Background: an optimization exercise with open tools, aiming at small area, a short achievable clock period and few clock cycles. Do not read the settings as production practice.
Function was checked by simulation only, so behaviour that the tests miss may differ from the original.
No run shown here takes its clock network from TritonCTS; it comes from the design's own scripts or RTL.
No driver is modelled on the clock port, so clock power and skew are understated where the tree is cut down; a real chip needs a root buffer or a tree.
Power and IR drop assume default switching activity.

<file path="design/flow/flow/run.sh">
#!/bin/bash
# Own layout flow: the standard ORFS flow (standard.sh, standard synthesis
# unchanged) with these changes, all made through ORFS's documented hook
# scripts and variables:
#  - ports are buffered with the smallest buffer (buf_1);
#  - after floorplan, every combinational cell from synthesis is set to its
#    smallest drive strength (downsize.tcl), so that only cells on slow paths
#    are sized up later;
#  - the clock tree is built by hand (mycts.tcl) in place of TritonCTS: the
#    clock port drives CLK_NROOT root buffers, which drive CLK_NBUF leaf
#    buffers, each driving one cluster of flip-flops (k-means on position).
#    Every flip-flop is exactly two buffers from the port (a balanced tree);
#  - after the clock tree (post_cts.tcl): output-port buffers are set to
#    OUT_BUF and flip-flops that drive two output buffers to OUT_FF_MULTI;
#    then repair_timing sizes up cells on the input-side paths that are
#    slower than the output paths plus MY_MARGIN_DELTA ns.
# Each tool's output is in orfs/logs/ (one log per step, as ORFS writes
# them); make's own output goes to flow_make.log.
set -euo pipefail
HERE=$(pwd)
export BUFFER_PORTS_ARGS="-buffer_cell sky130_fd_sc_hd__buf_1"
export POST_FLOORPLAN_TCL=$HERE/flow/downsize.tcl
export PRE_CTS_TCL=$HERE/flow/mycts.tcl
export POST_CTS_TCL=$HERE/flow/post_cts.tcl
export CLK_NBUF=6
export CLK_NROOT=3
export CLK_ROOT_BUF=sky130_fd_sc_hd__buf_12
export CLK_BUF=sky130_fd_sc_hd__buf_12
export MY_MARGIN_DELTA=0.12
export OUT_FF_MULTI=sky130_fd_sc_hd__dfxtp_2
export OUT_BUF=sky130_fd_sc_hd__buf_4
export MY_SEQUENCE=sizeup
bash standard.sh finish > flow_make.log 2>&1
</file>
<file path="design/flow/flow/downsize.tcl">
# Set every combinational cell from synthesis to the smallest drive strength of
# its kind (same function, e.g. nor4_4 -> nor4_1). Synthesis sizes cells for a
# guessed load; the later repair steps size up again where the placed design
# needs it. Flip-flops are left as they are.
set dont_use {}
if {[info exists ::env(DONT_USE_CELLS)]} { set dont_use $::env(DONT_USE_CELLS) }
set db [ord::get_db]
set masters {}
foreach lib [$db getLibs] { foreach m [$lib getMasters] { lappend masters $m } }
# smallest master per base name
array set best {}
foreach m $masters {
  set name [$m getName]
  if {![regexp {^(sky130_fd_sc_hd__[a-z0-9]+?)_([0-9]+)$} $name -> base drive]} continue
  set skip 0
  foreach pat $dont_use { if {[string match $pat $name]} { set skip 1 } }
  if {$skip} continue
  set area [expr {[$m getWidth] * [$m getHeight]}]
  if {![info exists best($base)] || $area < [lindex $best($base) 1]} { set best($base) [list $name $area] }
}
set n 0
foreach inst [[ord::get_db_block] getInsts] {
  set name [[$inst getMaster] getName]
  if {![regexp {^(sky130_fd_sc_hd__[a-z0-9]+?)_([0-9]+)$} $name -> base drive]} continue
  if {[regexp {__(df|edf|sdf|dl|tap|fill|decap|clkbuf|conb)} $name]} continue
  if {![info exists best($base)]} continue
  set to [lindex $best($base) 0]
  if {$to ne $name} {
    replace_cell [$inst getName] $to
    incr n
  }
}
puts "downsize: $n cells set to their smallest size"
</file>
<file path="design/flow/flow/mycts.tcl">
# Hand-built clock tree, sourced before clock_tree_synthesis, which it then
# stands in for. The flip-flops are split into CLK_NBUF clusters by position
# (k-means with balanced sizes); each cluster gets one leaf buffer (CLK_BUF)
# at its centre. With CLK_NROOT set, the clock port drives CLK_NROOT root
# buffers (CLK_ROOT_BUF), each driving a group of leaf buffers, so every
# flip-flop is exactly two buffers from the port; otherwise the port drives
# the leaf buffers directly. Either way the tree is balanced: all flip-flops
# see the same number and kind of buffers.
set nbuf [expr {[info exists ::env(CLK_NBUF)] ? $::env(CLK_NBUF) : 4}]
set bufm [expr {[info exists ::env(CLK_BUF)] ? $::env(CLK_BUF) : "sky130_fd_sc_hd__clkbuf_16"}]
set block [ord::get_db_block]
set clknet [$block findNet clk]
set sinks {}
foreach it [$clknet getITerms] {
  set inst [$it getInst]
  lappend sinks [list $inst [$it getMTerm] [lindex [$inst getLocation] 0] [lindex [$inst getLocation] 1]]
}
set n [llength $sinks]
puts "mycts: $n sinks, $nbuf x $bufm"
# k-means, seeded by sorting on x then y bands
set cx {}; set cy {}
set xs [lsort -real [lmap s $sinks {lindex $s 2}]]
set ys [lsort -real [lmap s $sinks {lindex $s 3}]]
set g [expr {int(ceil(sqrt($nbuf)))}]
for {set k 0} {$k < $nbuf} {incr k} {
  set i [expr {$k % $g}]; set j [expr {$k / $g}]
  lappend cx [lindex $xs [expr {int(($i + 0.5) * $n / $g)}]]
  lappend cy [lindex $ys [expr {int(($j + 0.5) * $n / (($nbuf + $g - 1) / $g))}]]
}
set cap [expr {int(ceil(double($n) / $nbuf)) + 2}]
for {set iter 0} {$iter < 30} {incr iter} {
  # balanced assignment: greedy by distance with a size cap per cluster
  set pairs {}
  set idx 0
  foreach s $sinks {
    for {set k 0} {$k < $nbuf} {incr k} {
      set d [expr {abs([lindex $s 2] - [lindex $cx $k]) + abs([lindex $s 3] - [lindex $cy $k])}]
      lappend pairs [list $d $idx $k]
    }
    incr idx
  }
  set pairs [lsort -real -index 0 $pairs]
  set assign [lrepeat $n -1]
  set cnt [lrepeat $nbuf 0]
  foreach p $pairs {
    lassign $p d i k
    if {[lindex $assign $i] >= 0} continue
    if {[lindex $cnt $k] >= $cap} continue
    lset assign $i $k
    lset cnt $k [expr {[lindex $cnt $k] + 1}]
  }
  set sx [lrepeat $nbuf 0.0]; set sy [lrepeat $nbuf 0.0]
  for {set i 0} {$i < $n} {incr i} {
    set k [lindex $assign $i]
    lset sx $k [expr {[lindex $sx $k] + [lindex $sinks $i 2]}]
    lset sy $k [expr {[lindex $sy $k] + [lindex $sinks $i 3]}]
  }
  for {set k 0} {$k < $nbuf} {incr k} {
    if {[lindex $cnt $k] > 0} {
      lset cx $k [expr {[lindex $sx $k] / [lindex $cnt $k]}]
      lset cy $k [expr {[lindex $sy $k] / [lindex $cnt $k]}]
    }
  }
}
puts "mycts: cluster sizes $cnt"
set master [[ord::get_db] findMaster $bufm]
# With CLK_NROOT set, the port drives CLK_NROOT root buffers (CLK_ROOT_BUF),
# each of which drives a group of the leaf buffers above: two buffers from the
# port to every flip-flop.
set nroot [expr {[info exists ::env(CLK_NROOT)] ? $::env(CLK_NROOT) : 0}]
set leafsrc [lrepeat $nbuf $clknet]
if {$nroot > 0} {
  set rootm [[ord::get_db] findMaster $::env(CLK_ROOT_BUF)]
  # leaves sorted by angle-free position: split by x then y into nroot groups
  set order [lsort -real -index 1 [lmap k [lsearch -all $cnt *] {list $k [lindex $cx $k] [lindex $cy $k]}]]
  set per [expr {int(ceil(double($nbuf) / $nroot))}]
  for {set g 0} {$g < $nroot} {incr g} {
    set members [lrange $order [expr {$g * $per}] [expr {($g + 1) * $per - 1}]]
    if {![llength $members]} continue
    set mx 0.0; set my 0.0
    foreach m $members { set mx [expr {$mx + [lindex $m 1]}]; set my [expr {$my + [lindex $m 2]}] }
    set rinst [odb::dbInst_create $block $rootm "clkroot_my_$g"]
    set rnet [odb::dbNet_create $block "clkrootnet_my_$g"]
    $rnet setSigType CLOCK
    [$rinst findITerm A] connect $clknet
    [$rinst findITerm X] connect $rnet
    $rinst setLocation [expr {int($mx / [llength $members])}] [expr {int($my / [llength $members])}]
    $rinst setPlacementStatus PLACED
    foreach m $members { lset leafsrc [lindex $m 0] $rnet }
  }
}
for {set k 0} {$k < $nbuf} {incr k} {
  set inst [odb::dbInst_create $block $master "clkbuf_my_$k"]
  set net [odb::dbNet_create $block "clknet_my_$k"]
  $net setSigType CLOCK
  [$inst findITerm A] connect [lindex $leafsrc $k]
  [$inst findITerm X] connect $net
  $inst setLocation [expr {int([lindex $cx $k])}] [expr {int([lindex $cy $k])}]
  $inst setPlacementStatus PLACED
  lappend bufnets $net
}
for {set i 0} {$i < $n} {incr i} {
  set s [lindex $sinks $i]
  set it [[lindex $s 0] getITerm [lindex $s 1]]
  $it disconnect
  $it connect [lindex $bufnets [lindex $assign $i]]
}
# stand in for the tool's clock tree synthesis
rename clock_tree_synthesis ""
proc clock_tree_synthesis {args} { puts "mycts: clock_tree_synthesis skipped" }
</file>
<file path="design/flow/flow/post_cts.tcl">
set_propagated_clock [all_clocks]
set out_insts {}
foreach bterm [[ord::get_db_block] getBTerms] {
  if {[$bterm getIoType] ne "OUTPUT"} continue
  foreach it [[$bterm getNet] getITerms] {
    if {![$it isOutputSignal]} continue
    set buf [$it getInst]
    if {[info exists ::env(OUT_BUF)] && [string match "*buf_*" [[$buf getMaster] getName]]} {
      replace_cell [$buf getName] $::env(OUT_BUF)
    }
    lappend out_insts $buf
    foreach bit [$buf getITerms] {
      if {![$bit isInputSignal]} continue
      foreach dit [[$bit getNet] getITerms] {
        if {[$dit isOutputSignal]} { lappend out_insts [$dit getInst] }
      }
    }
  }
}
# A flip-flop that drives more than one output buffer (with OUT_FF_ALL set,
# any flip-flop that drives an output buffer) gets OUT_FF_MULTI.
set out_insts [lsort -unique $out_insts]
if {[info exists ::env(OUT_FF_MULTI)]} {
  foreach inst $out_insts {
    if {![string match "*dfxtp_1" [[$inst getMaster] getName]]} continue
    set n 0
    foreach it [$inst getITerms] {
      if {[$it isOutputSignal]} { set n [expr {[llength [[$it getNet] getITerms]] - 1}] }
    }
    if {$n > 1 || [info exists ::env(OUT_FF_ALL)]} {
      replace_cell [$inst getName] $::env(OUT_FF_MULTI)
      puts "post_cts: [$inst getName] drives $n, set to $::env(OUT_FF_MULTI)"
    }
  }
}
set out_cells {}
foreach inst $out_insts {
  lappend out_cells [get_cells [string map {[ \[ ] \]} [$inst getName]]]
}
puts "post_cts: [llength $out_cells] output-side cells held"
if {[info exists ::env(MY_MARGIN_DELTA)]} {
  estimate_parasitics -placement
  puts "post_cts: before ws [worst_slack -max] area [rsz::design_area]"
  # The output paths set the period; size up only the input-side paths that
  # are slower than them (plus MY_MARGIN_DELTA ns).
  set out_path [find_timing_paths -to [all_outputs] -sort_by_slack -group_path_count 1]
  set margin [expr {[get_property $out_path slack] + $::env(MY_MARGIN_DELTA)}]
  puts "post_cts: output paths' slack [get_property $out_path slack], margin $margin"
  set_dont_touch $out_cells
  repair_timing -setup -setup_margin $margin -sequence $::env(MY_SEQUENCE) -skip_last_gasp
  unset_dont_touch $out_cells
  estimate_parasitics -placement
  puts "post_cts: after ws [worst_slack -max] area [rsz::design_area]"
}
detailed_placement
</file>
<file path="design/flow/standard.sh">
#!/bin/bash
# synth_recipe.tcl (not shown) runs the flow's synth.tcl, then flattens the netlist and writes it again
# the make line also repeats each setting of config.mk as NAME=value (left out here)
make -C /OpenROAD-flow-scripts/flow DESIGN_CONFIG=/design/flow/config.mk WORK_HOME=/design/flow/orfs CLKGATE_MAP_FILE= SYNTH_SCRIPT=/design/flow/synth_recipe.tcl "${@:-finish}"
</file>
<file path="design/flow/config.mk">
export PLATFORM = sky130hd
export DESIGN_NAME = axi4_lite_system
export DESIGN_NICKNAME = axi4_lite_system
export VERILOG_FILES = /design/flow/design.v
export SDC_FILE = /design/flow/constraint.sdc
export NUM_CORES = 4
export LEC_CHECK = 0
export CAP_MARGIN = 20
export CORE_MARGIN = 2
export CORE_UTILIZATION = 65
export PLACE_DENSITY = 0.85
export SLEW_MARGIN = 20
export SYNTH_HIERARCHICAL = 1
export SYNTH_MINIMUM_KEEP_SIZE = 0
</file>
<file path="design/flow/constraint.sdc">
create_clock -name core_clock -period 3.0 [get_ports {clk}]
set_input_delay 0.6000 -clock core_clock [delete_from_list [all_inputs] [get_ports {clk}]]
set_output_delay 0.6000 -clock core_clock [all_outputs]
set_load 0.01 [all_outputs]
</file>
<file path="design/flow/design.v">
module axi4_lite_system (
    input  wire        clk,
    input  wire        resetn,
    input  wire        usr_write_req,
    input  wire        usr_read_req,
    input  wire [31:0] usr_araddr,
    input  wire [31:0] usr_awaddr,
    input  wire [31:0] usr_wdata,
    input  wire [3:0]  usr_wstrb,
    output wire [31:0] usr_rdata,
    output wire        usr_wr_busy,
    output wire        usr_wr_done,
    output wire [1:0]  usr_wr_resp,
    output wire        usr_rd_busy,
    output wire        usr_rd_done,
    output wire [1:0]  usr_rd_resp
);
    reg [31:0] slv_reg0, slv_reg1, slv_reg2, slv_reg3;
    reg [31:0] rdata;
    reg        wr_done, rd_done;
    reg        wr_err, rd_err;
    wire aw_ok = (usr_awaddr[1:0] == 2'b00);
    wire [31:0] wdata_r = usr_wdata & {32{resetn}};
    wire [3:0]  aw_lo_zero;
    wire [3:0]  aw_reg;
    wire [3:0]  req_strb;
    wire [15:0] lane_en;
    axi_dec2 u_aw_dec (.a0(usr_awaddr[2]), .a1(usr_awaddr[3]), .d(aw_reg));
    genvar r, b;
    generate
        for (b = 0; b < 4; b = b + 1) begin : g_strb
            axi_and2 u_req_strb (.a(usr_write_req), .b(usr_wstrb[b]), .y(req_strb[b]));
        end
        for (r = 0; r < 4; r = r + 1) begin : g_reg
            axi_nor2 u_aw_lo (.a(usr_awaddr[0]), .b(usr_awaddr[1]), .y(aw_lo_zero[r]));
            for (b = 0; b < 4; b = b + 1) begin : g_lane
                axi_lane u_lane (.ok(aw_lo_zero[r]), .sel(aw_reg[r]), .strb(req_strb[b]),
                                 .resetn(resetn), .en(lane_en[4*r+b]));
            end
        end
    endgenerate
    always @(posedge clk) begin
        if (lane_en[0])  slv_reg0[7:0]   <= wdata_r[7:0];
        if (lane_en[1])  slv_reg0[15:8]  <= wdata_r[15:8];
        if (lane_en[2])  slv_reg0[23:16] <= wdata_r[23:16];
        if (lane_en[3])  slv_reg0[31:24] <= wdata_r[31:24];
        if (lane_en[4])  slv_reg1[7:0]   <= wdata_r[7:0];
        if (lane_en[5])  slv_reg1[15:8]  <= wdata_r[15:8];
        if (lane_en[6])  slv_reg1[23:16] <= wdata_r[23:16];
        if (lane_en[7])  slv_reg1[31:24] <= wdata_r[31:24];
        if (lane_en[8])  slv_reg2[7:0]   <= wdata_r[7:0];
        if (lane_en[9])  slv_reg2[15:8]  <= wdata_r[15:8];
        if (lane_en[10]) slv_reg2[23:16] <= wdata_r[23:16];
        if (lane_en[11]) slv_reg2[31:24] <= wdata_r[31:24];
        if (lane_en[12]) slv_reg3[7:0]   <= wdata_r[7:0];
        if (lane_en[13]) slv_reg3[15:8]  <= wdata_r[15:8];
        if (lane_en[14]) slv_reg3[23:16] <= wdata_r[23:16];
        if (lane_en[15]) slv_reg3[31:24] <= wdata_r[31:24];
    end
    wire [15:0] rsel;
    wire [3:0]  ar_ok, ar_bad;
    wire        ar_valid = ar_ok[0];
    wire [31:0] rdata_d;
    genvar i;
    generate
        for (i = 0; i < 4; i = i + 1) begin : g_rsel
            axi_dec2 u_dec (.a0(usr_araddr[2]), .a1(usr_araddr[3]), .d(rsel[4*i +: 4]));
            axi_nor2 u_ok  (.a(usr_araddr[1]), .b(usr_araddr[0]), .y(ar_ok[i]));
            axi_or2  u_bad (.a(usr_araddr[1]), .b(usr_araddr[0]), .y(ar_bad[i]));
        end
        for (i = 0; i < 32; i = i + 1) begin : g_rbit
            axi_rbit #(.BAD(((32'hDEADDEAD >> i) & 1) != 0)) u_rbit (
                .sel(rsel[4*(i/8) +: 4]), .ok(ar_ok[i/8]), .bad(ar_bad[i/8]),
                .r({slv_reg3[i], slv_reg2[i], slv_reg1[i], slv_reg0[i]}),
                .d(rdata_d[i]));
        end
    endgenerate
    always @(posedge clk) rdata <= rdata_d;
    always @(posedge clk) begin
        wr_err <= ~aw_ok;
        rd_err <= ~ar_valid;
    end
    always @(posedge clk) begin
        wr_done <= usr_write_req & resetn;
        rd_done <= usr_read_req & resetn;
    end
    assign usr_rdata   = rdata;
    assign usr_wr_busy = wr_done;
    assign usr_wr_done = wr_done;
    assign usr_wr_resp = {2{wr_err}};
    assign usr_rd_busy = rd_done;
    assign usr_rd_done = rd_done;
    assign usr_rd_resp = {2{rd_err}};
endmodule
module axi_nor2 (input wire a, input wire b, output wire y);
    assign y = ~(a | b);
endmodule
module axi_dec2 (input wire a0, input wire a1, output wire [3:0] d);
    assign d[0] = ~a1 & ~a0;
    assign d[1] = ~a1 &  a0;
    assign d[2] =  a1 & ~a0;
    assign d[3] =  a1 &  a0;
endmodule
module axi_and2 (input wire a, input wire b, output wire y);
    assign y = a & b;
endmodule
module axi_lane (input wire ok, input wire sel, input wire strb, input wire resetn,
                 output wire en);
    assign en = ~resetn | (ok & sel & strb);
endmodule
module axi_or2 (input wire a, input wire b, output wire y);
    assign y = a | b;
endmodule
module axi_rbit #(parameter BAD = 1'b0) (
    input  wire [3:0] sel,
    input  wire       ok,
    input  wire       bad,
    input  wire [3:0] r,
    output wire       d
);
    wire lo, hi;
    axi_aoi22 u_lo (.a1(sel[0]), .a2(r[0]), .b1(sel[1]), .b2(r[1]), .y(lo));
    axi_aoi22 u_hi (.a1(sel[2]), .a2(r[2]), .b1(sel[3]), .b2(r[3]), .y(hi));
    generate
        if (BAD) begin : g_one
            assign d = ~(lo & hi & ok);
        end else begin : g_zero
            assign d = ~((lo & hi) | bad);
        end
    endgenerate
endmodule
module axi_aoi22 (input wire a1, input wire a2, input wire b1, input wire b2, output wire y);
    assign y = ~((a1 & a2) | (b1 & b2));
endmodule
</file>
==> impl_metrics.py, run 1 <==
metrics = {
    "detailed_routing": {
        "viasPerCell": 5.98,
        "first_pass_iters": 5,
        "vias": 3528,
        "ant_nets": 0,
        "dr.first_iter.drc_count": 414,
        "drc": 0,
        "avgRoutedWirePerCell_um": 20.9,
        "wirelength_mm": 12.3,
    },
    "logic_synthesis": {
        "synth.avg_cell_area_um2": 16.7,
        "postSynthCellCount": 373,
        "yosys.area.top_type": "edfxtp_1",
        "netlist_area_um2": 6240,
        "synth.area.top_cells": "edfxtp_1 62%, a22oi_2 13%, dfxtp_1 12%",
        "synth_flop_cell": "edfxtp_1",
        "ys_seq_area_share_pct": 73.2,
        "synth_top_area_share_pct": 61.6,
        "synthArstFlopShare_pct": 0,
        "synth_seq_cells": 164,
        "ys_top_cells_by_count": "128 x edfxtp_1, 64 x a22oi_2, 39 x and2_2",
        "synth_edf_count": 128,
        "synth_warnings": 7,
        "yosysUniqueCellTypes": 16,
        "yosysMostFrequentCell": "edfxtp_1",
        "synth_nets": 477,
    },
    "worst_setup_path": {
        "slowest_delay_ns": 0.36,
        "cpLargestDelayFamily": "flip-flops",
        "path_buf_inv": 1,
        "cp-end-kind": "primary output",
        "critPathArrivalTime_ns": 0.73,
        "critPathSlowestCell": "dfxtp_1",
        "cp-start-kind": "flop",
        "required_ns": 2.40,
        "cp_max_fo": 1,
        "path_class": "flop to primary output",
        "cp_cell_sequence": "buf_4",
    },
    "sta": {
        "hold_violations": 0,
        "timing.setup.tns_ns": 0,
        "rsz0062_at_grt": "no",
        "finalCritPeriodShare_pct": 44.3,
        "final-setup-viol-count": 0,
        "final_max_slew_viol_count": 0,
        "tightest_slew_ns": 0.356,
        "max_slew_margin_pct": 76.2,
        "finalClockSkew_ns": 0.0109,
        "fmax_mhz": 753,
        "hold_ws_ns": 0.470,
        "layout_min_cycle_time_ns": 1.33,
    },
    "cells_and_area": {
        "area_growth_pct": 13.0,
        "finalNetCount": 567,
        "n_antenna_cell": 0,
        "drive_gt1_share_pct": 27.5,
        "finalNonFillerCells": 590,
    },
    "global_route": {
        "grt_max_degree": 31,
        "overflow": 0,
        "grt_pass1_vias": 3426,
        "antenna_found_initial": 0,
        "grt_pass1_wl_mm": 18.9,
        "grt.total_usage_pct": 24.0,
    },
    "cts": {
        "clk_pin_slew_ns": 0.10,
        "clock_latency_ns": 0.24,
    },
    "pwr": {
        "p_leak_nw": 2.37,
        "cellPowerDensity_nw_per_um2": 587,
        "ir_drop_mv": 0.560,
    },
    "die": {
        "initial_core_util_pct": 67.2,
        "ios": 144,
        "core_um2": 9280,
        "die-area_um2": 10400,
        "die_w_um": 102,
        "num_rows": 35,
        "chipHeight_um": 102,
    },
    "place": {
        "placed_cells_incl_taps": 581,
        "io_buffers": 87,
        "place_hpwl_mm": 7.34,
        "place.gp.congestion": 0.813,
    },
    "run": {
        "drv_cap": 0,
    },
    "outcome": {
        "status": "complete, no violations",
    },
    "worst_hold_path": {
        "min_path_type": "flop to flop",
    },
}
==> placed cells by master (no fill, tap or decap), drive strengths merged <==
master and instances:
edfxtp 128, nor2b 5, a22oi 64, nand2 16
or2 5, a21oi 10, and2b 5, clkbuf 2
inv 1, nor2 13, dfxtp 36, and2 43
buf 95, nand3 38
==> flip-flops by register name, indices dropped and copies added (netlist names) <==
signal / flops
rdata: 32
slv_reg2: 32
slv_reg1: 32
slv_reg3: 32
rd_done: 1
wr_done: 1
wr_err: 1
rd_err: 1
slv_reg0: 32
==> cell type report <==
| type | count | area (um2) |
|---|---|---|
| inverters | 1 | 3.75 |
| plain buffers | 9 | 180 |
| flip-flops and latches | 164 | 4570 |
| multi-input cells | 199 | 1550 |
| fillers | 557 | 2230 |
| well taps | 129 | 161 |
| repair buffers | 88 | 589 |
==> stage by stage <==
stage | power, W | utilization [%] | setup WS, ns | cell area (um2)
global route | 0.00428 | 76.0 | 1.63 | 7050
floorplan | 0.00298 | - | 1.52 | 6240
global placement | 0.00300 | 67.5 | 0.882 | 6260
finish | 0.00414 | 76.0 | 1.67 | 7050
detailed placement | 0.00303 | 67.5 | 0.824 | 6260
==> per-module statistics from Yosys (local to each module, per instance), a selection <==
module | times used | cell area [um2] | cells
axi_and2 | 4 | 6.26 | 1
axi_or2 | 4 | 6.26 | 1
axi_lane | 16 | 8.76 | 2
axi_dec2 | 5 | 26.3 | 4
axi_aoi22 | 64 | 12.5 | 1
axi4_lite_system | 1 | 4890 | 209
axi_nor2 | 8 | 3.75 | 1
==> routing by layer <==
layer  vias to the layer above  GRT usage (%)  share of wire, %
li1                       1610              -                 -
met1                      1713           34.3                39
met2                       187           42.2                51
met3                        18           1.64               7.6
met4                         0           3.79               1.9
met5                         -              0                 0
==> final timing paths <==
check	from	endpoint	slack (ns)	cells after the start
max	rdata[10]$_DFF_P_	usr_rdata[10]	1.67	1
min	slv_reg3[0]$_DFFE_PP_	rdata[0]$_DFF_P_	0.47	2
max reg2reg	slv_reg0[5]$_DFFE_PP_	rdata[5]$_DFF_P_	2.06	2
min reg2reg	slv_reg3[0]$_DFFE_PP_	rdata[0]$_DFF_P_	0.47	2
==> where the power goes <==
part / internal [W] / leakage, nW / total (W) / switching [W]
registers: 0.00264 / 1.53 / 0.00269 / 0.0000544
logic: 0.000153 / 0.748 / 0.000380 / 0.000228
clock network: 0.000476 / 0.0846 / 0.00106 / 0.000588
total: 0.00327 / 2.37 / 0.00414 / 0.000871
==> kinds of logic after synthesis <==
family                 count (synthesis)  share of synthesized area, %
DFF                                  164                          73.2
and+or+nand+nor                      125                          11.6
AOI/OAI and AO/OA                     74                          14.2
buffers and inverters                 10                          1.02
Testbench counts, summed over its fixed seeds: cycles 2,400.
==> inputs of run 2 (changes only) <==
--- a/design/flow/flow/run.sh
+++ b/design/flow/flow/run.sh
@@ -27,7 +27,8 @@
 export CLK_ROOT_BUF=sky130_fd_sc_hd__buf_12
 export CLK_BUF=sky130_fd_sc_hd__buf_12
-export MY_MARGIN_DELTA=0.12
+export MY_MARGIN_DELTA=0.2
 export OUT_FF_MULTI=sky130_fd_sc_hd__dfxtp_2
-export OUT_BUF=sky130_fd_sc_hd__buf_4
+export OUT_BUF=sky130_fd_sc_hd__buf_2
 export MY_SEQUENCE=sizeup
+export MY_RECOVER=1
 bash standard.sh finish > flow_make.log 2>&1
--- a/design/flow/flow/post_cts.tcl
+++ b/design/flow/flow/post_cts.tcl
@@ -49,4 +49,56 @@
   set_dont_touch $out_cells
   repair_timing -setup -setup_margin $margin -sequence $::env(MY_SEQUENCE) -skip_last_gasp
+  puts "post_cts: after repair ws [worst_slack -max] area [rsz::design_area]"
+  if {[info exists ::env(MY_RECOVER)]} {
+    # Area recovery: walk the cells from the largest down and set each to the
+    # smallest size of its kind that keeps the slack into the flip-flops at
+    # or above where the repair left it (capped at the margin).
+    proc in_ws {} {
+      set p [find_timing_paths -to [all_registers -data_pins] -sort_by_slack -group_path_count 1]
+      return [get_property $p slack]
+    }
+    estimate_parasitics -placement
+    set floor [expr {min($margin, [in_ws])}]
+    set held {}
+    foreach c $out_cells { dict set held [get_full_name $c] 1 }
+    set cands {}
+    foreach inst [[ord::get_db_block] getInsts] {
+      set m [[$inst getMaster] getName]
+      if {![regexp {^(sky130_fd_sc_hd__[a-z0-9]+?)_([0-9]+)$} $m -> base drive]} continue
+      if {[regexp {__(df|edf|sdf|dl|tap|fill|decap|clkbuf|conb)} $m]} continue
+      if {[string match "clk*_my_*" [$inst getName]]} continue
+      if {[dict exists $held [$inst getName]]} continue
+      lappend cands [list [expr {[[$inst getMaster] getWidth] * [[$inst getMaster] getHeight]}] $inst $base]
+    }
+    set sizes {}
+    foreach lib [[ord::get_db] getLibs] {
+      foreach mm [$lib getMasters] {
+        if {[regexp {^(sky130_fd_sc_hd__[a-z0-9]+?)_([0-9]+)$} [$mm getName] -> b d]} {
+          dict lappend sizes $b [list [expr {[$mm getWidth] * [$mm getHeight]}] [$mm getName]]
+        }
+      }
+    }
+    set dont_use {}
+    if {[info exists ::env(DONT_USE_CELLS)]} { set dont_use $::env(DONT_USE_CELLS) }
+    set n 0
+    foreach c [lsort -real -decreasing -index 0 $cands] {
+      lassign $c area inst base
+      set name [$inst getName]
+      set cur [[$inst getMaster] getName]
+      foreach s [lsort -real -index 0 [dict get $sizes $base]] {
+        lassign $s a to
+        if {$a >= $area} break
+        set skip 0
+        foreach pat $dont_use { if {[string match $pat $to]} { set skip 1 } }
+        if {$skip} continue
+        replace_cell $name $to
+        estimate_parasitics -placement
+        if {[in_ws] >= $floor} { incr n; break }
+        replace_cell $name $cur
+        estimate_parasitics -placement
+      }
+    }
+    puts "post_cts: recovery resized $n cells; input-side ws [in_ws] (floor $floor)"
+  }
   unset_dont_touch $out_cells
   estimate_parasitics -placement
==> run 2 against run 1 <==
Clock skew up 0.0052 ns; fmax down 0.88%; flip-flop and latch count unchanged; synthesized cell count unchanged; wire length down 4.7%; via count down 0.85%; combinational power down 11%; critical path type is now input pin to flop; largest power group unchanged.
==> impl_metrics.py, run 2 <==
metrics = {
    "worst_setup_path": {
        "required_ns": 2.93,
        "slowest_delay_ns": 0.24,
        "critPathSlowestCell": "nand2_2",
        "critPathArrivalTime_ns": 1.27,
        "cp-start-kind": "input pin",
        "cpLargestDelayFamily": "simple AND/OR/NAND/NOR gates",
        "cp_max_fo": 8,
        "worst-path-stages": 4,
        "path_class": "input pin to flop",
        "reg2reg_to": "rdata[5]$_DFF_P_",
        "reg2reg_slack_ns": 2.10,
        "path_buf_inv": 1,
        "cp-end-kind": "flop",
        "r2r-start": "slv_reg2[5]$_DFFE_PP_",
        "rr_worst_depth": 2,
        "cp_cell_sequence": "buf_4 > and2_2 > nand3_1 > nand2_2",
    },
    "cells_and_area": {
        "finalNonFillerCells": 590,
        "finalNetCount": 567,
        "n_antenna_cell": 0,
        "drive_gt1_share_pct": 23.9,
        "area_growth_pct": 8.56,
        "fillers": 604,
        "layout_commonest_cell": "edfxtp_1",
        "final_cell_mix": "128 x edfxtp_1, 64 x a22oi_1, 40 x buf_2, 37 x buf_1, 34 x nand3_1",
    },
    "sta": {
        "timing.setup.tns_ns": 0,
        "hold_violations": 0,
        "final-setup-viol-count": 0,
        "final_max_slew_viol_count": 0,
        "finalCritPeriodShare_pct": 44.7,
        "finalClockSkew_ns": 0.0162,
        "hold_ws_ns": 0.467,
        "rsz0062_at_grt": "no",
        "layout_min_cycle_time_ns": 1.34,
        "fmax_mhz": 747,
        "tightest_slew_ns": 0.473,
        "max_slew_margin_pct": 68.4,
    },
    "pwr": {
        "power_switching_w": 0.000854,
        "cellPowerDensity_nw_per_um2": 604,
        "ir_drop_mv": 0.550,
        "power.share.clock_pct": 26.0,
        "p_leak_nw": 2.29,
        "power_frac_comb_pct": 8.3,
        "p_int_w": 0.00324,
        "power_frac_seq_pct": 65.7,
        "switching_share_pct": 20.9,
    },
    "detailed_routing": {
        "ant_nets": 0,
        "wirelength_mm": 11.8,
        "avgRoutedWirePerCell_um": 19.9,
        "first_pass_iters": 5,
        "drc": 0,
        "viasPerCell": 5.93,
        "vias": 3498,
        "dr.first_iter.drc_count": 285,
    },
    "place": {
        "place.gp.congestion": 0.813,
        "placed_cells_incl_taps": 581,
        "io_buffers": 87,
        "place_hpwl_mm": 7.34,
    },
    "die": {
        "die-area_um2": 10400,
        "ios": 144,
        "die_w_um": 102,
        "chipHeight_um": 102,
        "core_um2": 9280,
        "initial_core_util_pct": 67.2,
        "num_rows": 35,
    },
    "logic_synthesis": {
        "ys_seq_area_share_pct": 73.2,
        "synth.area.top_cells": "edfxtp_1 62%, a22oi_2 13%, dfxtp_1 12%",
        "synth_warnings": 7,
        "synth_seq_cells": 164,
        "yosys.area.top_type": "edfxtp_1",
        "synth-simple-area-share_pct": 11.6,
        "netlist_area_um2": 6240,
        "synth_top_area_share_pct": 61.6,
        "synthAdderAreaFrac_pct": 0,
        "synth.avg_cell_area_um2": 16.7,
        "yosysMostFrequentCell": "edfxtp_1",
        "synth-compound-area-share_pct": 14.2,
        "synthArstFlopShare_pct": 0,
        "synth_flop_cell": "edfxtp_1",
        "synth_mux_area_share_pct": 0,
        "synth_nets": 477,
        "synthXorXnorAreaFrac_pct": 0,
        "synth_edf_count": 128,
        "synth_top_family_by_area": "compound AO/OA/AOI/OAI gates",
        "postSynthCellCount": 373,
        "ys_top_cells_by_count": "128 x edfxtp_1, 64 x a22oi_2, 39 x and2_2",
        "yosysUniqueCellTypes": 16,
    },
    "global_route": {
        "grt.total_usage_pct": 22.4,
        "antenna_found_initial": 0,
        "grt_pass1_wl_mm": 17.9,
        "overflow": 0,
        "grt_max_degree": 31,
        "grt_pass1_vias": 3409,
    },
    "outcome": {
        "status": "complete, no violations",
    },
    "worst_hold_path": {
        "min_from": "slv_reg3[15]$_DFFE_PP_",
        "holdPathEnd": "rdata[15]$_DFF_P_",
        "holdPathStages": 2,
        "min_path_type": "flop to flop",
    },
    "cts": {
        "clock_latency_ns": 0.25,
        "clk_pin_slew_ns": 0.11,
    },
    "run": {
        "drv_cap": 0,
    },
}
run 2: cell counts after synthesis:
No cell type changed its count.
run 2: layer usage:
layer  track usage (%)  up-vias  share of wire [%]
li1                  -     1607                  -
met1              32.4     1687                 39
met2              38.1      180                 52
met3              1.71       24                7.3
met4              5.44        0                2.0
met5                 0        -                  0
run 2: stage by stage:
stage / total power, W / cell area, um2 / util [%] / setup slack, ns
final: 0.00409 / 6770 / 73.0 / 1.66
after floorplan: 0.00298 / 6240 / - / 1.52
after detailed placement: 0.00303 / 6260 / 67.5 / 0.824
after global placement: 0.00300 / 6260 / 67.5 / 0.882
after global routing: 0.00423 / 6770 / 73.0 / 1.60
run 2: how the worst max path moves through the flow:
| stage | startpoint | endpoint | slack (ns) |
|---|---|---|---|
| after floorplan | usr_araddr[2] | rdata[17]$_DFF_P_ | 1.52 |
| after global placement | usr_araddr[2] | rdata[1]$_DFF_P_ | 0.88 |
| after detailed placement | usr_araddr[2] | rdata[1]$_DFF_P_ | 0.82 |
| after global routing | usr_araddr[2] | rdata[17]$_DFF_P_ | 1.60 |
| final | usr_awaddr[3] | slv_reg3[10]$_DFFE_PP_ | 1.66 |
run 2: layout make-up:
cell class | count | area (um2) | area share [%]
buffer | 9 | 180 | 2.66
inverter | 1 | 3.75 | 0.0554
tap | 129 | 161 | 2.38
timing repair buffer | 88 | 464 | 6.85
sequential | 164 | 4570 | 67.5
multi-input combinational | 199 | 1400 | 20.6
run 2: logic make-up after synthesis:
group,after synthesis
DFF,164
and+or+nand+nor,125
AOI/OAI and AO/OA,74
buffers and inverters,10
run 2: worst register-to-register path, cell delays in order (launching register included):
cell,delay [ns]
edfxtp_1,0.38
a22oi_1,0.23
nand3_1,0.15
run 2: power groups by stage:
| stage | clock [W] | combinational (W) | sequential [W] |
|---|---|---|---|
| final | 0.00107 | 0.000339 | 0.00269 |
| after detailed placement | 0 | 0.000285 | 0.00274 |
| after global placement | 0 | 0.000274 | 0.00273 |
| after global routing | 0.00116 | 0.000370 | 0.00270 |
| after floorplan | 0 | 0.000220 | 0.00276 |
run 2: per-module statistics from Yosys, one instance, submodules excluded, a selection:
module,flip-flops and latches,copies in the design,cells
axi_and2,0,4,1
axi_lane,0,16,2
axi_nor2,0,8,1
axi_or2,0,4,1
axi_aoi22,0,64,1
axi_dec2,0,5,4
axi4_lite_system,164,1,209
==> inputs of run 3 (changes only) <==
--- a/design/flow/flow/run.sh
+++ b/design/flow/flow/run.sh
@@ -27,5 +27,5 @@
 export CLK_ROOT_BUF=sky130_fd_sc_hd__buf_12
 export CLK_BUF=sky130_fd_sc_hd__buf_12
-export MY_MARGIN_DELTA=0.2
+export MY_MARGIN_DELTA=0.12
 export OUT_FF_MULTI=sky130_fd_sc_hd__dfxtp_2
 export OUT_BUF=sky130_fd_sc_hd__buf_2
==> run 3 against run 2 <==
Still clean on timing, DRC and antenna; utilization about the same; final area is essentially flat; clock skew fell by 0.00070 ns; die area is the same; global-route usage stayed put; critical endpoint is now rdata[14]$_DFF_P_.
==> impl_metrics.py, run 3 <==
metrics = {
    "sta": {
        "layout_min_cycle_time_ns": 1.37,
        "rsz0062_at_grt": "no",
        "max_slew_margin_pct": 68.6,
        "hold_violations": 0,
        "timing.setup.tns_ns": 0,
        "final_max_slew_viol_count": 0,
        "finalCritPeriodShare_pct": 45.7,
        "finalClockSkew_ns": 0.0155,
        "fmax_mhz": 730,
        "post-route-worst-setup-slack_ns": 1.63,
        "tightest_slew_ns": 0.469,
        "final-setup-viol-count": 0,
    },
    "run": {
        "drv_cap": 0,
    },
    "logic_synthesis": {
        "netlist_area_um2": 6240,
        "yosys.area.top_type": "edfxtp_1",
        "synth_warnings": 7,
        "synth_top_area_share_pct": 61.6,
        "synth_seq_cells": 164,
        "synth_flop_cell": "edfxtp_1",
        "ys_seq_area_share_pct": 73.2,
        "synth_nets": 477,
        "ys_top_cells_by_count": "128 x edfxtp_1, 64 x a22oi_2, 39 x and2_2",
        "postSynthCellCount": 373,
        "yosysUniqueCellTypes": 16,
        "synthArstFlopShare_pct": 0,
        "yosysMostFrequentCell": "edfxtp_1",
        "synth_edf_count": 128,
        "synth.avg_cell_area_um2": 16.7,
        "synth.area.top_cells": "edfxtp_1 62%, a22oi_2 13%, dfxtp_1 12%",
    },
    "cells_and_area": {
        "layout_commonest_cell": "edfxtp_1",
        "n_antenna_cell": 0,
        "area_growth_pct": 8.52,
        "final_cell_mix": "128 x edfxtp_1, 64 x a22oi_1, 40 x buf_2, 37 x buf_1, 34 x nand3_1",
        "finalNetCount": 567,
        "drive_gt1_share_pct": 23.9,
    },
    "worst_setup_path": {
        "reg2reg_slack_ns": 2.08,
        "required_ns": 3.12,
        "cp-endpoint": "rdata[14]$_DFF_P_",
        "path_class": "input pin to flop",
        "cp_max_fo": 16,
        "r2r-start": "slv_reg2[14]$_DFFE_PP_",
        "critPathArrivalTime_ns": 1.49,
        "cp-end-kind": "flop",
        "reg2reg_to": "rdata[14]$_DFF_P_",
        "rr_worst_depth": 2,
        "cp-start-kind": "input pin",
        "startpoint": "usr_araddr[2]",
    },
    "worst_hold_path": {
        "min_path_type": "flop to flop",
    },
    "die": {
        "die-area_um2": 10400,
        "ios": 144,
        "initial_core_util_pct": 67.2,
        "die_w_um": 102,
        "chipHeight_um": 102,
        "num_rows": 35,
        "core_um2": 9280,
    },
    "detailed_routing": {
        "avgRoutedWirePerCell_um": 19.9,
        "first_pass_iters": 5,
        "viasPerCell": 5.98,
        "ant_nets": 0,
        "drc": 0,
        "vias": 3530,
        "dr.first_iter.drc_count": 328,
        "wirelength_mm": 11.8,
    },
    "global_route": {
        "overflow": 0,
        "grt_pass1_vias": 3438,
        "grt_max_degree": 31,
        "grt_pass1_wl_mm": 17.9,
        "grt.total_usage_pct": 22.4,
        "antenna_found_initial": 0,
    },
    "outcome": {
        "status": "complete, no violations",
    },
    "place": {
        "dp_slack_ns": 0.824,
        "place.gp.congestion": 0.813,
        "place_hpwl_mm": 7.34,
        "io_buffers": 87,
    },
    "pwr": {
        "ir_drop_mv": 0.549,
        "cellPowerDensity_nw_per_um2": 605,
        "p_leak_nw": 2.29,
    },
    "cts": {
        "clock_latency_ns": 0.25,
        "clk_pin_slew_ns": 0.11,
    },
}
-- run 3: cell types whose count changed in the layout (fill, tap and decap cells not counted) --
cell / change
and2_1: +7
buf_6: -1
and2_0: -7
and2b_2: +1
buf_12: -1
buf_8: +2
and2b_4: -1
-- run 3: critical path, stage by stage --
cell and delay [ns]:
buf_6 0.16, and2b_2 0.31, a22oi_1 0.27, nand3_1 0.13
-- run 3: layer usage --
| layer | wire length (um) | vias up | global-route usage [%] |
|---|---|---|---|
| met3 | 1020 | 28 | 1.71 |
| met2 | 5920 | 202 | 37.8 |
| met4 | 277 | 0 | 5.64 |
| li1 | - | 1610 | - |
| met5 | 0 | - | 0 |
| met1 | 4530 | 1690 | 32.6 |
-- run 3: per-stage QoR --
stage	cell area [um2]	hold WS, ns	total power (W)	util, %	std cells
2_1_floorplan	6240	0.444	0.00298	-	373
3_3_place_gp	6260	0.445	0.00300	67.5	581
3_5_place_dp	6260	0.449	0.00303	67.5	581
5_1_grt	6770	0.489	0.00423	72.9	590
6_report	6770	0.466	0.00409	72.9	590
-- run 3: cells by family (layout without fill, tap and decap cells) --
| kind of cell | after synthesis | count (layout) | synth area share [%] |
|---|---|---|---|
| flip-flops | 164 | 164 | 73.2 |
| buffers and inverters | 10 | 98 | 1.02 |
| AO/OA/AOI/OAI | 74 | 74 | 14.2 |
| AND/OR/NAND/NOR | 125 | 125 | 11.6 |
-- run 3: power breakdown --
part           total (W)  internal (W)  switching (W)
clock network    0.00107      0.000476       0.000589
registers        0.00269       0.00264      0.0000498
logic           0.000338      0.000124       0.000215
total            0.00409       0.00324       0.000854
-- run 3: final cells by class --
type / count / area [um2]
plain buffers: 9 / 180
fillers: 604 / 2510
inverters: 1 / 3.75
multi-input cells: 199 / 1390
flip-flops and latches: 164 / 4570
well taps: 129 / 161
repair buffers: 88 / 463
-- run 3: worst min-delay path by stage --
stage,startpoint,depth (start not counted),end,slack (ns)
after floorplan,slv_reg3[0]$_DFFE_PP_,2,rdata[0]$_DFF_P_,0.44
after global placement,slv_reg3[27]$_DFFE_PP_,2,rdata[27]$_DFF_P_,0.44
after detailed placement,slv_reg3[30]$_DFFE_PP_,2,rdata[30]$_DFF_P_,0.45
after global routing,slv_reg3[10]$_DFFE_PP_,2,rdata[10]$_DFF_P_,0.49
final,slv_reg3[31]$_DFFE_PP_,2,rdata[31]$_DFF_P_,0.47
-- run 3: Yosys stat by module, one instance, submodules excluded, a selection --
module	cells inside	copies in the design
axi4_lite_system	209	1
axi_dec2	4	5
axi_aoi22	1	64
axi_lane	2	16
axi_and2	1	4
axi_or2	1	4
axi_nor2	1	8
==> inputs of run 4 (changes only) <==
--- a/design/flow/flow/run.sh
+++ b/design/flow/flow/run.sh
@@ -17,4 +17,6 @@
 # Each tool's output is in orfs/logs/ (one log per step, as ORFS writes
 # them); make's own output goes to flow_make.log.
+#    Then an area recovery pass (MY_RECOVER) sets each cell, largest first,
+#    to the smallest size that keeps the input-side slack where repair left it.
 set -euo pipefail
 HERE=$(pwd)
@@ -23,9 +25,9 @@
 export PRE_CTS_TCL=$HERE/flow/mycts.tcl
 export POST_CTS_TCL=$HERE/flow/post_cts.tcl
-export CLK_NBUF=6
-export CLK_NROOT=3
+export CLK_NBUF=8
+export CLK_NROOT=4
 export CLK_ROOT_BUF=sky130_fd_sc_hd__buf_12
 export CLK_BUF=sky130_fd_sc_hd__buf_12
-export MY_MARGIN_DELTA=0.12
+export MY_MARGIN_DELTA=0.2
 export OUT_FF_MULTI=sky130_fd_sc_hd__dfxtp_2
 export OUT_BUF=sky130_fd_sc_hd__buf_2
==> run 4 against run 3 <==
Flip-flop and latch count unchanged; via count up 0.17%; global-route usage up 0.43 points; power up 5.0%; hold slack better by 0.00074 ns; register-to-register slack better by 0.06 ns; fmax down 4.5%.
==> impl_metrics.py, run 4 <==
metrics = {
    "logic_synthesis": {
        "synth_top_family_by_area": "compound AO/OA/AOI/OAI gates",
        "synthXorXnorAreaFrac_pct": 0,
        "yosys.area.top_type": "edfxtp_1",
        "synth_top_area_share_pct": 61.6,
        "synth_warnings": 7,
        "yosysMostFrequentCell": "edfxtp_1",
        "netlist_area_um2": 6240,
        "synthAdderAreaFrac_pct": 0,
        "synthArstFlopShare_pct": 0,
        "ys_seq_area_share_pct": 73.2,
        "synth_edf_count": 128,
        "synth.avg_cell_area_um2": 16.7,
        "synth-simple-area-share_pct": 11.6,
        "ys_top_cells_by_count": "128 x edfxtp_1, 64 x a22oi_2, 39 x and2_2",
        "postSynthCellCount": 373,
        "synth_nets": 477,
        "synth_flop_cell": "edfxtp_1",
        "synth-compound-area-share_pct": 14.2,
        "synth_mux_area_share_pct": 0,
        "yosysUniqueCellTypes": 16,
        "synth_seq_cells": 164,
        "synth.area.top_cells": "edfxtp_1 62%, a22oi_2 13%, dfxtp_1 12%",
    },
    "detailed_routing": {
        "vias": 3536,
        "wirelength_mm": 12.2,
        "dr.first_iter.drc_count": 251,
        "ant_nets": 0,
        "first_pass_iters": 7,
        "drc": 0,
        "viasPerCell": 5.96,
        "avgRoutedWirePerCell_um": 20.6,
    },
    "cells_and_area": {
        "final_cell_mix": "128 x edfxtp_1, 64 x a22oi_1, 40 x buf_2, 37 x buf_1, 32 x dfxtp_1",
        "fin_area_um2": 6900,
        "finalNonFillerCells": 593,
        "finalNetCount": 570,
        "area_growth_pct": 10.5,
        "layout_commonest_cell": "edfxtp_1",
        "n_antenna_cell": 0,
        "drive_gt1_share_pct": 25.9,
    },
    "die": {
        "num_rows": 35,
        "ios": 144,
        "chipHeight_um": 102,
        "die_w_um": 102,
        "core_um2": 9280,
        "die-area_um2": 10400,
        "initial_core_util_pct": 67.2,
    },
    "worst_setup_path": {
        "path_buf_inv": 1,
        "reg2reg_slack_ns": 2.14,
        "cp-end-kind": "flop",
        "cp_cell_sequence": "buf_6 > nor2b_2 > nand3_2 > nand2_4",
        "critPathSlowestCell": "nor2b_2",
        "cp-start-kind": "input pin",
        "cp_max_fo": 8,
        "critPathArrivalTime_ns": 1.35,
        "rr_worst_depth": 2,
        "r2r-start": "slv_reg2[28]$_DFFE_PP_",
        "reg2reg_to": "rdata[28]$_DFF_P_",
        "slowest_delay_ns": 0.29,
        "cpLargestDelayFamily": "simple AND/OR/NAND/NOR gates",
        "path_class": "input pin to flop",
        "required_ns": 2.92,
    },
    "global_route": {
        "grt_max_degree": 27,
        "grt_pass1_wl_mm": 18.1,
        "grt_pass1_vias": 3421,
        "overflow": 0,
        "grt.total_usage_pct": 22.9,
        "antenna_found_initial": 0,
    },
    "sta": {
        "final_max_slew_viol_count": 0,
        "rsz0062_at_grt": "no",
        "final-setup-viol-count": 0,
        "max_slew_margin_pct": 68.2,
        "timing.setup.tns_ns": 0,
        "layout_min_cycle_time_ns": 1.43,
        "finalCritPeriodShare_pct": 47.8,
        "fmax_mhz": 698,
        "finalClockSkew_ns": 0.0206,
        "tightest_slew_ns": 0.476,
        "hold_violations": 0,
    },
    "run": {
        "drv_cap": 0,
    },
    "place": {
        "place.gp.congestion": 0.813,
        "io_buffers": 87,
        "placed_cells_incl_taps": 581,
        "placedInstanceArea_um2": 6260,
        "place_hpwl_mm": 7.34,
    },
    "cts": {
        "clock_latency_ns": 0.23,
        "clk_pin_slew_ns": 0.07,
    },
    "worst_hold_path": {
        "min_from": "slv_reg3[0]$_DFFE_PP_",
        "min_path_type": "flop to flop",
        "holdPathStages": 2,
        "holdPathEnd": "rdata[0]$_DFF_P_",
    },
    "pwr": {
        "cellPowerDensity_nw_per_um2": 624,
        "p_leak_nw": 2.33,
        "ir_drop_mv": 0.596,
    },
    "outcome": {
        "status": "complete, no violations",
    },
}
run 4: cell types whose count changed in the layout (fill, tap and decap cells not counted), sizes merged:
cell,previous run,this run
buf,95,98
run 4: how the worst max path moves through the flow:
stage | start | endpoint | slack [ns] | depth (start not counted)
global route | usr_awaddr[3] | slv_reg1[14]$_DFFE_PP_ | 1.55 | 4
detailed placement | usr_araddr[2] | rdata[1]$_DFF_P_ | 0.82 | 4
global placement | usr_araddr[2] | rdata[1]$_DFF_P_ | 0.88 | 4
finish | usr_awaddr[3] | slv_reg1[2]$_DFFE_PP_ | 1.57 | 4
floorplan | usr_araddr[2] | rdata[17]$_DFF_P_ | 1.52 | 3
run 4: metal layers:
layer / up-vias / wire [um] / global-route usage [%] / share of wire (%)
met3: 30 / 984 / 2.33 / 8.0
met4: 0 / 278 / 6.67 / 2.3
met5: - / 0 / 0 / 0
li1: 1612 / - / - / -
met2: 189 / 6280 / 39.3 / 51
met1: 1705 / 4700 / 31.6 / 38
run 4: report_power, final:
group | switching (W) | internal (W) | leakage [nW]
registers | 0.0000499 | 0.00264 | 1.53
clock network | 0.000627 | 0.000633 | 0.113
logic | 0.000221 | 0.000126 | 0.686
run 4: cells by family (layout without fill, tap and decap cells):
logic type      after synthesis  count (layout)
compound gates               74              74
buf+inv                      10             101
flops                       164             164
simple gates                125             125
run 4: final cells by class:
cell class              instances  area (um2)
multi-input cells             199        1460
inverters                       1        3.75
plain buffers                  12         240
flip-flops and latches        164        4570
fillers                       584        2390
repair buffers                 88         464
well taps                     129         161
run 4: per-stage QoR:
stage	total power [W]	hold WS (ns)	setup WS, ns	utilization [%]
5_1_grt	0.00443	0.492	1.55	74.3
3_5_place_dp	0.00303	0.449	0.824	67.5
6_report	0.00430	0.466	1.57	74.3
3_3_place_gp	0.00300	0.445	0.882	67.5
2_1_floorplan	0.00298	0.444	1.52	-
run 4: worst reg2reg max path: stages, from the launching register on:
cell and delay [ns]:
edfxtp_1 0.40, a22oi_1 0.21, nand3_1 0.11
run 4: modules after synthesis (local to each module, per instance), excerpt:
module / cells / flip-flops and latches
axi4_lite_system: 209 / 164
axi_and2: 1 / 0
axi_aoi22: 1 / 0
axi_dec2: 4 / 0
axi_lane: 2 / 0
axi_nor2: 1 / 0
axi_or2: 1 / 0
==> inputs of run 5 (changes only) <==
--- a/design/flow/flow/run.sh
+++ b/design/flow/flow/run.sh
@@ -25,6 +25,6 @@
 export PRE_CTS_TCL=$HERE/flow/mycts.tcl
 export POST_CTS_TCL=$HERE/flow/post_cts.tcl
-export CLK_NBUF=8
-export CLK_NROOT=4
+export CLK_NBUF=6
+export CLK_NROOT=3
 export CLK_ROOT_BUF=sky130_fd_sc_hd__buf_12
 export CLK_BUF=sky130_fd_sc_hd__buf_12
==> run 5 against run 4 <==
Still clean on timing, DRC and antenna; utilization shrank 1.3 points; clock power shrank 15%; register-to-register slack lost 0.04 ns; die area is the same; setup slack gained 0.094 ns; global-route usage shrank 0.43 points; critical endpoint is now slv_reg3[10]$_DFFE_PP_; largest cell class unchanged; largest power group unchanged.
==> impl_metrics.py, run 5 <==
metrics = {
    "worst_setup_path": {
        "cp_cell_sequence": "buf_4 > and2_2 > nand3_1 > nand2_2",
        "critPathSlowestCell": "nand2_2",
        "cp-start-kind": "input pin",
        "required_ns": 2.93,
        "cpLargestDelayFamily": "simple AND/OR/NAND/NOR gates",
        "startpoint": "usr_awaddr[3]",
        "cp-endpoint": "slv_reg3[10]$_DFFE_PP_",
        "slowest_delay_ns": 0.24,
        "rr_worst_depth": 2,
        "path_buf_inv": 1,
        "cp_max_fo": 8,
        "reg2reg_to": "rdata[5]$_DFF_P_",
        "path_class": "input pin to flop",
        "reg2reg_slack_ns": 2.10,
        "r2r-start": "slv_reg2[5]$_DFFE_PP_",
        "cp-end-kind": "flop",
        "critPathArrivalTime_ns": 1.27,
        "worst-path-stages": 4,
    },
    "pwr": {
        "p_int_w": 0.00324,
        "p_leak_nw": 2.29,
        "power_switching_w": 0.000854,
        "ir_drop_mv": 0.550,
        "power_frac_seq_pct": 65.7,
        "switching_share_pct": 20.9,
        "power_frac_comb_pct": 8.3,
        "cellPowerDensity_nw_per_um2": 604,
        "total_power_w": 0.00409,
        "power.share.clock_pct": 26.0,
    },
    "cells_and_area": {
        "area_growth_pct": 8.56,
        "finalNetCount": 567,
        "fin_util_pct": 73.0,
        "fin_area_um2": 6770,
        "fillers": 604,
        "drive_gt1_share_pct": 23.9,
        "final_cell_mix": "128 x edfxtp_1, 64 x a22oi_1, 40 x buf_2, 37 x buf_1, 34 x nand3_1",
        "layout_commonest_cell": "edfxtp_1",
        "n_antenna_cell": 0,
    },
    "cts": {
        "clock_latency_ns": 0.25,
        "clk_pin_slew_ns": 0.11,
    },
    "die": {
        "die_w_um": 102,
        "ios": 144,
        "core_um2": 9280,
        "die-area_um2": 10400,
        "chipHeight_um": 102,
        "initial_core_util_pct": 67.2,
        "num_rows": 35,
    },
    "global_route": {
        "antenna_found_initial": 0,
        "grt_pass1_vias": 3409,
        "grt_max_degree": 31,
        "grt_pass1_wl_mm": 17.9,
        "overflow": 0,
        "grt.total_usage_pct": 22.4,
    },
    "sta": {
        "fmax_mhz": 747,
        "layout_min_cycle_time_ns": 1.34,
        "tightest_slew_ns": 0.473,
        "finalClockSkew_ns": 0.0162,
        "final_max_slew_viol_count": 0,
        "rsz0062_at_grt": "no",
        "final-setup-viol-count": 0,
        "max_slew_margin_pct": 68.4,
        "finalCritPeriodShare_pct": 44.7,
        "timing.setup.tns_ns": 0,
        "hold_ws_ns": 0.467,
        "hold_violations": 0,
    },
    "logic_synthesis": {
        "synth_warnings": 7,
        "synth_top_area_share_pct": 61.6,
        "yosysMostFrequentCell": "edfxtp_1",
        "ys_seq_area_share_pct": 73.2,
        "synth.avg_cell_area_um2": 16.7,
        "synth_seq_cells": 164,
        "yosys.area.top_type": "edfxtp_1",
        "synth_flop_cell": "edfxtp_1",
        "synth.area.top_cells": "edfxtp_1 62%, a22oi_2 13%, dfxtp_1 12%",
        "postSynthCellCount": 373,
        "synth_edf_count": 128,
        "ys_top_cells_by_count": "128 x edfxtp_1, 64 x a22oi_2, 39 x and2_2",
        "netlist_area_um2": 6240,
        "synth_nets": 477,
        "yosysUniqueCellTypes": 16,
        "synthArstFlopShare_pct": 0,
    },
    "outcome": {
        "status": "complete, no violations",
    },
    "detailed_routing": {
        "vias": 3498,
        "drc": 0,
        "ant_nets": 0,
        "viasPerCell": 5.93,
        "wirelength_mm": 11.8,
        "first_pass_iters": 5,
        "dr.first_iter.drc_count": 285,
        "avgRoutedWirePerCell_um": 19.9,
    },
    "worst_hold_path": {
        "min_path_type": "flop to flop",
    },
    "place": {
        "io_buffers": 87,
        "place.gp.congestion": 0.813,
        "place_hpwl_mm": 7.34,
        "placedInstanceArea_um2": 6260,
    },
    "run": {
        "drv_cap": 0,
    },
}
-- run 5: cell types whose count changed in the layout (fill, tap and decap cells not counted), sizes merged --
| cell | previous run | this run |
|---|---|---|
| buf | 98 | 95 |
-- run 5: worst min-delay path by stage --
stage,start,to,cells after the start
floorplan,slv_reg3[0]$_DFFE_PP_,rdata[0]$_DFF_P_,2
global placement,slv_reg3[27]$_DFFE_PP_,rdata[27]$_DFF_P_,2
detailed placement,slv_reg3[30]$_DFFE_PP_,rdata[30]$_DFF_P_,2
global route,slv_reg3[10]$_DFFE_PP_,rdata[10]$_DFF_P_,2
finish,slv_reg3[15]$_DFFE_PP_,rdata[15]$_DFF_P_,2
-- run 5: layer usage --
layer	global-route usage [%]	routed length [um]	up-vias
met3	1.71	857	24
li1	-	-	1607
met4	5.44	231	0
met2	38.1	6060	180
met5	0	0	-
met1	32.4	4610	1687
-- run 5: tightest hold or removal path: cells and delay by family (launching register included) --
family             cells  cell delay (ns)
DFF                    1             0.33
and+or+nand+nor        1             0.07
AOI/OAI and AO/OA      1             0.06
-- run 5: power by group through the flow --
stage,clock network (W),logic (W),registers (W)
after floorplan,0,0.000220,0.00276
final,0.00107,0.000339,0.00269
after global routing,0.00116,0.000370,0.00270
after detailed placement,0,0.000285,0.00274
after global placement,0,0.000274,0.00273
-- run 5: area by class of cell --
type | count | area, um2 | share of cell area (%)
plain buffers | 9 | 180 | 2.66
inverters | 1 | 3.75 | 0.0554
well taps | 129 | 161 | 2.38
flip-flops and latches | 164 | 4570 | 67.5
repair buffers | 88 | 464 | 6.85
multi-input cells | 199 | 1400 | 20.6
-- run 5: cells by family (layout without fill, tap and decap cells) --
family / Yosys count / in the layout / share of synthesized area [%]
buf+inv: 10 / 98 / 1.02
compound gates: 74 / 74 / 14.2
simple gates: 125 / 125 / 11.6
flops: 164 / 164 / 73.2
-- run 5: Yosys stat by module, one instance, submodules excluded, excerpt --
module	area, um2	cells	times used
axi4_lite_system	4890	209	1
axi_dec2	26.3	4	5
axi_aoi22	12.5	1	64
axi_lane	8.76	2	16
axi_and2	6.26	1	4
axi_or2	6.26	1	4
axi_nor2	3.75	1	8
-- run 5: through the flow --
step                setup WS, ns  instances
floorplan                   1.52        373
global placement           0.882        581
detailed placement         0.824        581
global route                1.60        590
finish                      1.66        590
==> inputs of run 6 (changes only) <==
--- a/design/flow/flow/run.sh
+++ b/design/flow/flow/run.sh
@@ -31,5 +31,5 @@
 export MY_MARGIN_DELTA=0.2
 export OUT_FF_MULTI=sky130_fd_sc_hd__dfxtp_2
-export OUT_BUF=sky130_fd_sc_hd__buf_2
+export OUT_BUF=sky130_fd_sc_hd__buf_1
 export MY_SEQUENCE=sizeup
 export MY_RECOVER=1
==> run 6 against run 5 <==
Largest cell class unchanged; wire length hardly changed; register-to-register slack about the same; critical path type unchanged; setup slack improved by 0.00091 ns; first-iteration DRC count increased by 6.7%; area after synthesis unchanged; still clean on timing, DRC and antenna.
==> impl_metrics.py, run 6 <==
metrics = {
    "sta": {
        "timing.setup.tns_ns": 0,
        "finalClockSkew_ns": 0.0126,
        "fmax_mhz": 747,
        "hold_violations": 0,
        "max_slew_margin_pct": 68.6,
        "tightest_slew_ns": 0.469,
        "hold_ws_ns": 0.467,
        "final_max_slew_viol_count": 0,
        "rsz0062_at_grt": "no",
        "finalCritPeriodShare_pct": 44.6,
        "layout_min_cycle_time_ns": 1.34,
        "final-setup-viol-count": 0,
        "post-route-worst-setup-slack_ns": 1.66,
    },
    "outcome": {
        "status": "complete, no violations",
    },
    "logic_synthesis": {
        "synthArstFlopShare_pct": 0,
        "netlist_area_um2": 6240,
        "synth_top_area_share_pct": 61.6,
        "synth.area.top_cells": "edfxtp_1 62%, a22oi_2 13%, dfxtp_1 12%",
        "synth_flop_cell": "edfxtp_1",
        "synth_edf_count": 128,
        "yosysUniqueCellTypes": 16,
        "postSynthCellCount": 373,
        "yosysMostFrequentCell": "edfxtp_1",
        "synth_seq_cells": 164,
        "ys_top_cells_by_count": "128 x edfxtp_1, 64 x a22oi_2, 39 x and2_2",
        "ys_seq_area_share_pct": 73.2,
        "synth_warnings": 7,
        "synth.avg_cell_area_um2": 16.7,
        "synth_nets": 477,
        "yosys.area.top_type": "edfxtp_1",
    },
    "detailed_routing": {
        "first_pass_iters": 5,
        "dr.first_iter.drc_count": 304,
        "avgRoutedWirePerCell_um": 19.9,
        "wirelength_mm": 11.8,
        "viasPerCell": 5.93,
        "drc": 0,
        "vias": 3498,
        "ant_nets": 0,
    },
    "cts": {
        "clk_pin_slew_ns": 0.10,
        "clock_latency_ns": 0.24,
    },
    "pwr": {
        "ir_drop_mv": 0.552,
        "cellPowerDensity_nw_per_um2": 603,
        "p_leak_nw": 2.23,
    },
    "worst_hold_path": {
        "min_path_type": "flop to flop",
    },
    "cells_and_area": {
        "area_growth_pct": 9.06,
        "final_cell_mix": "128 x edfxtp_1, 77 x buf_1, 64 x a22oi_1, 32 x dfxtp_1, 28 x nand3_1",
        "layout_commonest_cell": "edfxtp_1",
        "finalNonFillerCells": 590,
        "n_antenna_cell": 0,
        "drive_gt1_share_pct": 19.7,
        "finalNetCount": 567,
    },
    "worst_setup_path": {
        "cp_max_fo": 8,
        "critPathArrivalTime_ns": 1.28,
        "path_class": "input pin to flop",
        "required_ns": 2.94,
        "cp-end-kind": "flop",
        "cp-start-kind": "input pin",
        "cp_cell_sequence": "buf_4 > nor2_4 > nand3_2 > nand2_4",
        "critPathSlowestCell": "nor2_4",
        "slowest_delay_ns": 0.20,
    },
    "run": {
        "drv_cap": 0,
    },
    "die": {
        "chipHeight_um": 102,
        "core_um2": 9280,
        "initial_core_util_pct": 67.2,
        "num_rows": 35,
        "die_w_um": 102,
        "die-area_um2": 10400,
        "ios": 144,
    },
    "global_route": {
        "overflow": 0,
        "grt_pass1_vias": 3474,
        "grt.total_usage_pct": 22.7,
        "grt_pass1_wl_mm": 18.1,
        "grt_max_degree": 31,
        "antenna_found_initial": 0,
    },
    "place": {
        "io_buffers": 87,
        "place.gp.congestion": 0.813,
        "placed_cells_incl_taps": 581,
        "place_hpwl_mm": 7.34,
        "dp_slack_ns": 0.824,
    },
}
## run 6: cell counts after synthesis
No cell type changed its count.
## run 6: area by class of cell
type	instances	area (um2)
fill	599	2480
tap	129	161
inverter	1	3.75
timing repair buffer	88	403
sequential	164	4570
multi-input combinational	199	1490
buffer	9	180
## run 6: power breakdown
| group | total [W] | switching (W) | internal, W | leakage [nW] |
|---|---|---|---|---|
| registers | 0.00269 | 0.0000506 | 0.00264 | 1.53 |
| logic | 0.000340 | 0.000219 | 0.000121 | 0.609 |
| clock network | 0.00107 | 0.000597 | 0.000477 | 0.0846 |
| total | 0.00410 | 0.000866 | 0.00324 | 2.23 |
## run 6: final timing paths
path | cells after the start | to | slack [ns] | start
worst max-delay path | 4 | slv_reg0[7]$_DFFE_PP_ | 1.66 | usr_awaddr[0]
worst min-delay path | 2 | rdata[31]$_DFF_P_ | 0.47 | slv_reg3[31]$_DFFE_PP_
worst max register to register | 2 | rdata[14]$_DFF_P_ | 2.09 | slv_reg0[14]$_DFFE_PP_
worst min register to register | 2 | rdata[31]$_DFF_P_ | 0.47 | slv_reg3[31]$_DFFE_PP_
## run 6: stage by stage
stage / utilization (%) / total power [W] / cell area (um2)
final: 73.3 / 0.00410 / 6810
after global routing: 73.3 / 0.00423 / 6810
after detailed placement: 67.5 / 0.00303 / 6260
after global placement: 67.5 / 0.00300 / 6260
after floorplan: - / 0.00298 / 6240
## run 6: metal layers
| layer | wire length (um) | up-vias | global-route usage (%) |
|---|---|---|---|
| met5 | 0 | - | 0 |
| met4 | 248 | 0 | 5.33 |
| met3 | 883 | 23 | 2.12 |
| met2 | 5940 | 169 | 39.4 |
| met1 | 4690 | 1699 | 31.9 |
| li1 | - | 1607 | - |
## run 6: critical path: cells and delay by family
| family | cells | cell delay, ns |
|---|---|---|
| AND/OR/NAND/NOR | 3 | 0.52 |
| buffers and inverters | 1 | 0.16 |
## run 6: logic make-up (layout without fill, tap and decap cells)
| family | Yosys count | after routing | synth area share, % |
|---|---|---|---|
| DFF | 164 | 164 | 73.2 |
| AOI/OAI and AO/OA | 74 | 74 | 14.2 |
| and+or+nand+nor | 125 | 125 | 11.6 |
| buffers and inverters | 10 | 98 | 1.02 |
## run 6: Yosys stat by module (local to each module, per instance), a selection
module            times used  cells inside
axi_dec2                   5             4
axi_lane                  16             2
axi_nor2                   8             1
axi_aoi22                 64             1
axi_and2                   4             1
axi_or2                    4             1
axi4_lite_system           1           209

-- afterwards: timing with drivers on the ports --
The results above use ideal ports. As a check the final layouts listed here were re-extracted and re-timed, cells and wires unchanged.
Step 1 (the two cells are an assumption about what drives the block):
set clk [get_ports {clk}]
set_driving_cell -lib_cell sky130_fd_sc_hd__clkbuf_16 $clk
set_driving_cell -lib_cell sky130_fd_sc_hd__buf_2 [delete_from_list [all_inputs] $clk]
Step 2 also shifts input and output timing later by t, the mid clock arrival at the registers, as if the neighbouring blocks saw the same clock.
a / b / c = no drivers / after step 1 / after step 2; a / b = the first two.
run	t (ns)	setup WS [ns]	worst slew at a driven data input, ns	pins driven straight from the clock port
run 1	0.309	1.672 / 1.599 / 1.385	0.07	3
run 2	0.303	1.660 / 1.608 / 1.361	0.07	3
run 3	0.304	1.630 / 1.613 / 1.356	0.07	3
run 4	0.308	1.566 / 1.569 / 1.261	0.08	4
run 5	0.303	1.660 / 1.608 / 1.361	0.07	3
run 6	0.304	1.661 / 1.598 / 1.396	0.07	3
After both steps setup and hold are still met in every run listed. The setup slack of run 4, which loses most, moves by +0.003 ns with the drivers and by -0.305 ns with both steps.
